This design comes from an exercise in tuning for small area and a short achievable clock period on the open sky130 flow, not from production work. Function was checked by simulation only, so behaviour that the tests miss may differ from the original. No driver is modelled on the clock port, so clocking that relies on it looks cheaper here than on a real chip. Power is estimated from default activity; no workload was simulated.

==> flow/design.v (excerpt) <==
module Scrambler(
  input         clock,
  input         reset,
  input  [63:0] io_in,
  output [63:0] io_out
);
==> flow/config.mk <==
export PLATFORM = sky130hd
export DESIGN_NAME = Scrambler
export DESIGN_NICKNAME = Scrambler
export VERILOG_FILES = /design/flow/design.v
export SDC_FILE = /design/flow/constraint.sdc
export NUM_CORES = 4
export LEC_CHECK = 0
export CAP_MARGIN = 20
export CORE_MARGIN = 2
export CORE_UTILIZATION = 70
export CTS_CLUSTER_DIAMETER = 80
export CTS_CLUSTER_SIZE = 32
export SETUP_SLACK_MARGIN = 2.5
export SLEW_MARGIN = 20
export SYNTH_HIERARCHICAL = 1
export SYNTH_MINIMUM_KEEP_SIZE = 0
export TNS_END_PERCENT = 5
==> flow/constraint.sdc <==
create_clock -name core_clock -period 6.0 [get_ports {clock}]
set_input_delay 1.2000 -clock core_clock [delete_from_list [all_inputs] [get_ports {clock}]]
set_output_delay 1.2000 -clock core_clock [all_outputs]
set_load 0.01 [all_outputs]
standard.sh (not shown) runs the stock make flow with config.mk's settings and CLKGATE_MAP_FILE= SYNTH_SCRIPT=/design/flow/synth_recipe.tcl, a recipe that flattens the netlist after the stock synthesis.
==> flow/flow/run.sh <==
#!/bin/bash
# Layout flow: the standard flow (standard.sh, the ORFS make targets), run
# in two steps.  The layout differs from the standard flow in these settings
# only:
#  - synthesis is the standard one with ABC told that each gate drives a
#    1 fF load (ABC_LOAD_IN_FF=1; sky130hd's default is 5).  The adders are
#    written as one-gate modules that synthesis maps one at a time, and with
#    the default load ABC maps each to a larger drive strength than most
#    need (a21oi_2, nor2b_4); the resizer later upsizes the gates that timing
#    needs.  The registers are those of the standard synthesis;
#  - the pins are placed by flow/io.tcl (ORFS IO_CONSTRAINTS): io_in[i] and
#    io_out[i] side by side along the bottom edge in bit order, so that the
#    adder between them can be placed compactly;
#  - the port buffers that buffer_ports inserts are plain buffers (buf_2)
#    rather than the delay cell it would pick on its own;
#  - the resizer may swap a cell for one of another footprint
#    (MATCH_CELL_FOOTPRINT=0; sky130hd's platform config sets it to 1).
# Each step's full output goes to its own log file in the work folder.
set -euo pipefail
here=$(pwd)
bash standard.sh ABC_LOAD_IN_FF=1 synth > run_synth.log 2>&1
bash standard.sh "IO_CONSTRAINTS=$here/flow/io.tcl" IO_PIN_STEP=2 \
  "BUFFER_PORTS_ARGS=-buffer_cell sky130_fd_sc_hd__buf_2" \
  MATCH_CELL_FOOTPRINT=0 finish > run_layout.log 2>&1
Other scripts of this flow, unchanged in this note and not shown: flow/flow/io.tcl
The baseline completed with no timing, DRC or antenna violations.
Change:
--- a/flow/config.mk
+++ b/flow/config.mk
@@ -10,3 +10,4 @@
-export CORE_UTILIZATION = 70
-export CTS_CLUSTER_DIAMETER = 80
-export CTS_CLUSTER_SIZE = 32
+export CORE_UTILIZATION = 65
+export CTS_BUF_LIST = sky130_fd_sc_hd__clkbuf_8
+export CTS_CLUSTER_DIAMETER = 60
+export CTS_CLUSTER_SIZE = 20
The changed run completed with no timing, DRC or antenna violations.
Sequential power barely changes.
Die area increases by a little under a tenth.
Cell count rose slightly.
Global-route usage drops by 4.6 points.
Synthesized cell count does not change.
Change:
--- a/flow/flow/run.sh
+++ b/flow/flow/run.sh
@@ -17 +17,3 @@
-#    (MATCH_CELL_FOOTPRINT=0; sky130hd's platform config sets it to 1).
+#    (MATCH_CELL_FOOTPRINT=0; sky130hd's platform config sets it to 1);
+#  - after CTS, flow/post_cts.tcl (ORFS POST_CTS_TCL hook) runs a second
+#    round of timing repair.
@@ -24 +26 @@
-  MATCH_CELL_FOOTPRINT=0 finish > run_layout.log 2>&1
+  MATCH_CELL_FOOTPRINT=0 "POST_CTS_TCL=$here/flow/post_cts.tcl" finish > run_layout.log 2>&1
==> flow/flow/post_cts.tcl (new file) <==
# Sourced at the end of ORFS's CTS step (POST_CTS_TCL), after its own timing
# repair and detailed placement: a second round of setup repair over every
# violating endpoint (against the same margin), then hold repair, then
# detailed placement again to legalize what the repair changed.
log_cmd estimate_parasitics -placement
log_cmd repair_timing -setup -setup_margin $::env(SETUP_SLACK_MARGIN) -repair_tns 100 -verbose
log_cmd repair_timing -hold -hold_margin 0 -verbose
log_cmd detailed_placement
check_placement -verbose
--- a/flow/config.mk
+++ b/flow/config.mk
@@ -11,3 +11,2 @@
-export CTS_BUF_LIST = sky130_fd_sc_hd__clkbuf_8
-export CTS_CLUSTER_DIAMETER = 60
-export CTS_CLUSTER_SIZE = 20
+export CTS_CLUSTER_DIAMETER = 80
+export CTS_CLUSTER_SIZE = 32
Wire length came out higher by a few percent.
Sequential share of layout area came out lower by 1.1 points.
Area after synthesis is unchanged.
Combinational power came out higher by a few percent.
Via count barely changes.
Power came out higher slightly.
Non-clock buffer count came out higher by 43.
Die area stays the same.
Fmax came out higher slightly.
Worst setup slack gets better by 0.047 ns.
Critical path depth came out higher by 1.
Change:
--- a/flow/flow/run.sh
+++ b/flow/flow/run.sh
@@ -17,3 +17 @@
-#    (MATCH_CELL_FOOTPRINT=0; sky130hd's platform config sets it to 1);
-#  - after CTS, flow/post_cts.tcl (ORFS POST_CTS_TCL hook) runs a second
-#    round of timing repair.
+#    (MATCH_CELL_FOOTPRINT=0; sky130hd's platform config sets it to 1).
@@ -26 +24 @@
-  MATCH_CELL_FOOTPRINT=0 "POST_CTS_TCL=$here/flow/post_cts.tcl" finish > run_layout.log 2>&1
+  MATCH_CELL_FOOTPRINT=0 finish > run_layout.log 2>&1
removed: flow/flow/post_cts.tcl
What happened: Area after synthesis is unchanged; final area went down by 2.5%; clock skew is about the same; register-to-register slack degrades by 0.60 ns; wire length went down by about 1.6%; combinational power went down by 11%; fmax went down by 0.32%; worst setup slack degrades by 0.014 ns.
Change:
--- a/flow/flow/run.sh
+++ b/flow/flow/run.sh
@@ -14 +14 @@
-#  - the port buffers that buffer_ports inserts are plain buffers (buf_2)
+#  - the port buffers that buffer_ports inserts are plain buffers (buf_1)
@@ -23 +23 @@
-  "BUFFER_PORTS_ARGS=-buffer_cell sky130_fd_sc_hd__buf_2" \
+  "BUFFER_PORTS_ARGS=-buffer_cell sky130_fd_sc_hd__buf_1" \
Via count increases by about 0.8%.
Register-to-register slack is about the same.
Global-route usage falls by 0.12 points.
Clock-buffer cell count went up by 1.
Sequential power stays flat.
Final cell count climbs by 0.44%.
Total power came out higher by 0.91%.
Setup slack improved by 0.024 ns.
First-iteration DRC count is higher by about 9%.
Worst hold slack improved by 0.011 ns.
Change:
--- a/flow/flow/run.sh
+++ b/flow/flow/run.sh
@@ -14 +14 @@
-#  - the port buffers that buffer_ports inserts are plain buffers (buf_1)
+#  - the port buffers that buffer_ports inserts are plain buffers (buf_2)
@@ -23 +23 @@
-  "BUFFER_PORTS_ARGS=-buffer_cell sky130_fd_sc_hd__buf_1" \
+  "BUFFER_PORTS_ARGS=-buffer_cell sky130_fd_sc_hd__buf_2" \
--- a/flow/config.mk
+++ b/flow/config.mk
@@ -10 +10 @@
-export CORE_UTILIZATION = 65
+export CORE_UTILIZATION = 60
Result: The new run completed without violations. Via count decreases by about 1%. Worst setup slack gets better by 0.0064 ns. Combinational power came out lower by about 2%. Non-clock buffer count drops by 16. Count of clock-buffer cells in the layout stays the same. Cell area goes down by about 0.32%. Total power stays flat. First-iteration DRC count goes down by 10%. Global-route usage came out lower by 2.0 points. Sequential power hardly moves. Worst hold slack gets worse by 0.023 ns.

-- afterwards: timing with drivers on the ports --
The flow's constraints put no driver on any port. The routed layouts listed below were extracted and timed again, unchanged, in two steps.
Step 1 (the two cells are an assumption about what drives the block):
set clk [get_ports {clock}]
set_driving_cell -lib_cell sky130_fd_sc_hd__clkbuf_16 $clk
set_driving_cell -lib_cell sky130_fd_sc_hd__buf_2 [delete_from_list [all_inputs] $clk]
Step 2 times the ports against the registers' clock, not the clock port: input delays grow and output delays shrink by t, the midpoint of the rising clock arrivals with the driver on.
Three values: ideal, step 1, step 2; two values: the first two.
run	t (ns)	setup WS [ns]	hold slack, ns	worst slew at a driven data input, ns
the first run	0.670	1.606 / 1.561 / 1.561	0.323 / 0.323 / 0.323	0.06
the second run	0.728	1.595 / 1.567 / 1.567	0.322 / 0.322 / 0.322	0.07
the third run	0.666	1.642 / 1.590 / 1.590	0.315 / 0.315 / 0.315	0.08
the fourth run	0.665	1.628 / 1.605 / 1.605	0.315 / 0.315 / 0.315	0.08
the fifth run	0.668	1.652 / 1.623 / 1.623	0.326 / 0.326 / 0.326	0.07
the sixth run	0.668	1.658 / 1.618 / 1.618	0.303 / 0.303 / 0.303	0.07
After both steps every run listed still meets setup and hold. For the third run, which loses most, drivers alone change the setup slack by -0.052 ns; drivers and shift together by -0.052 ns.
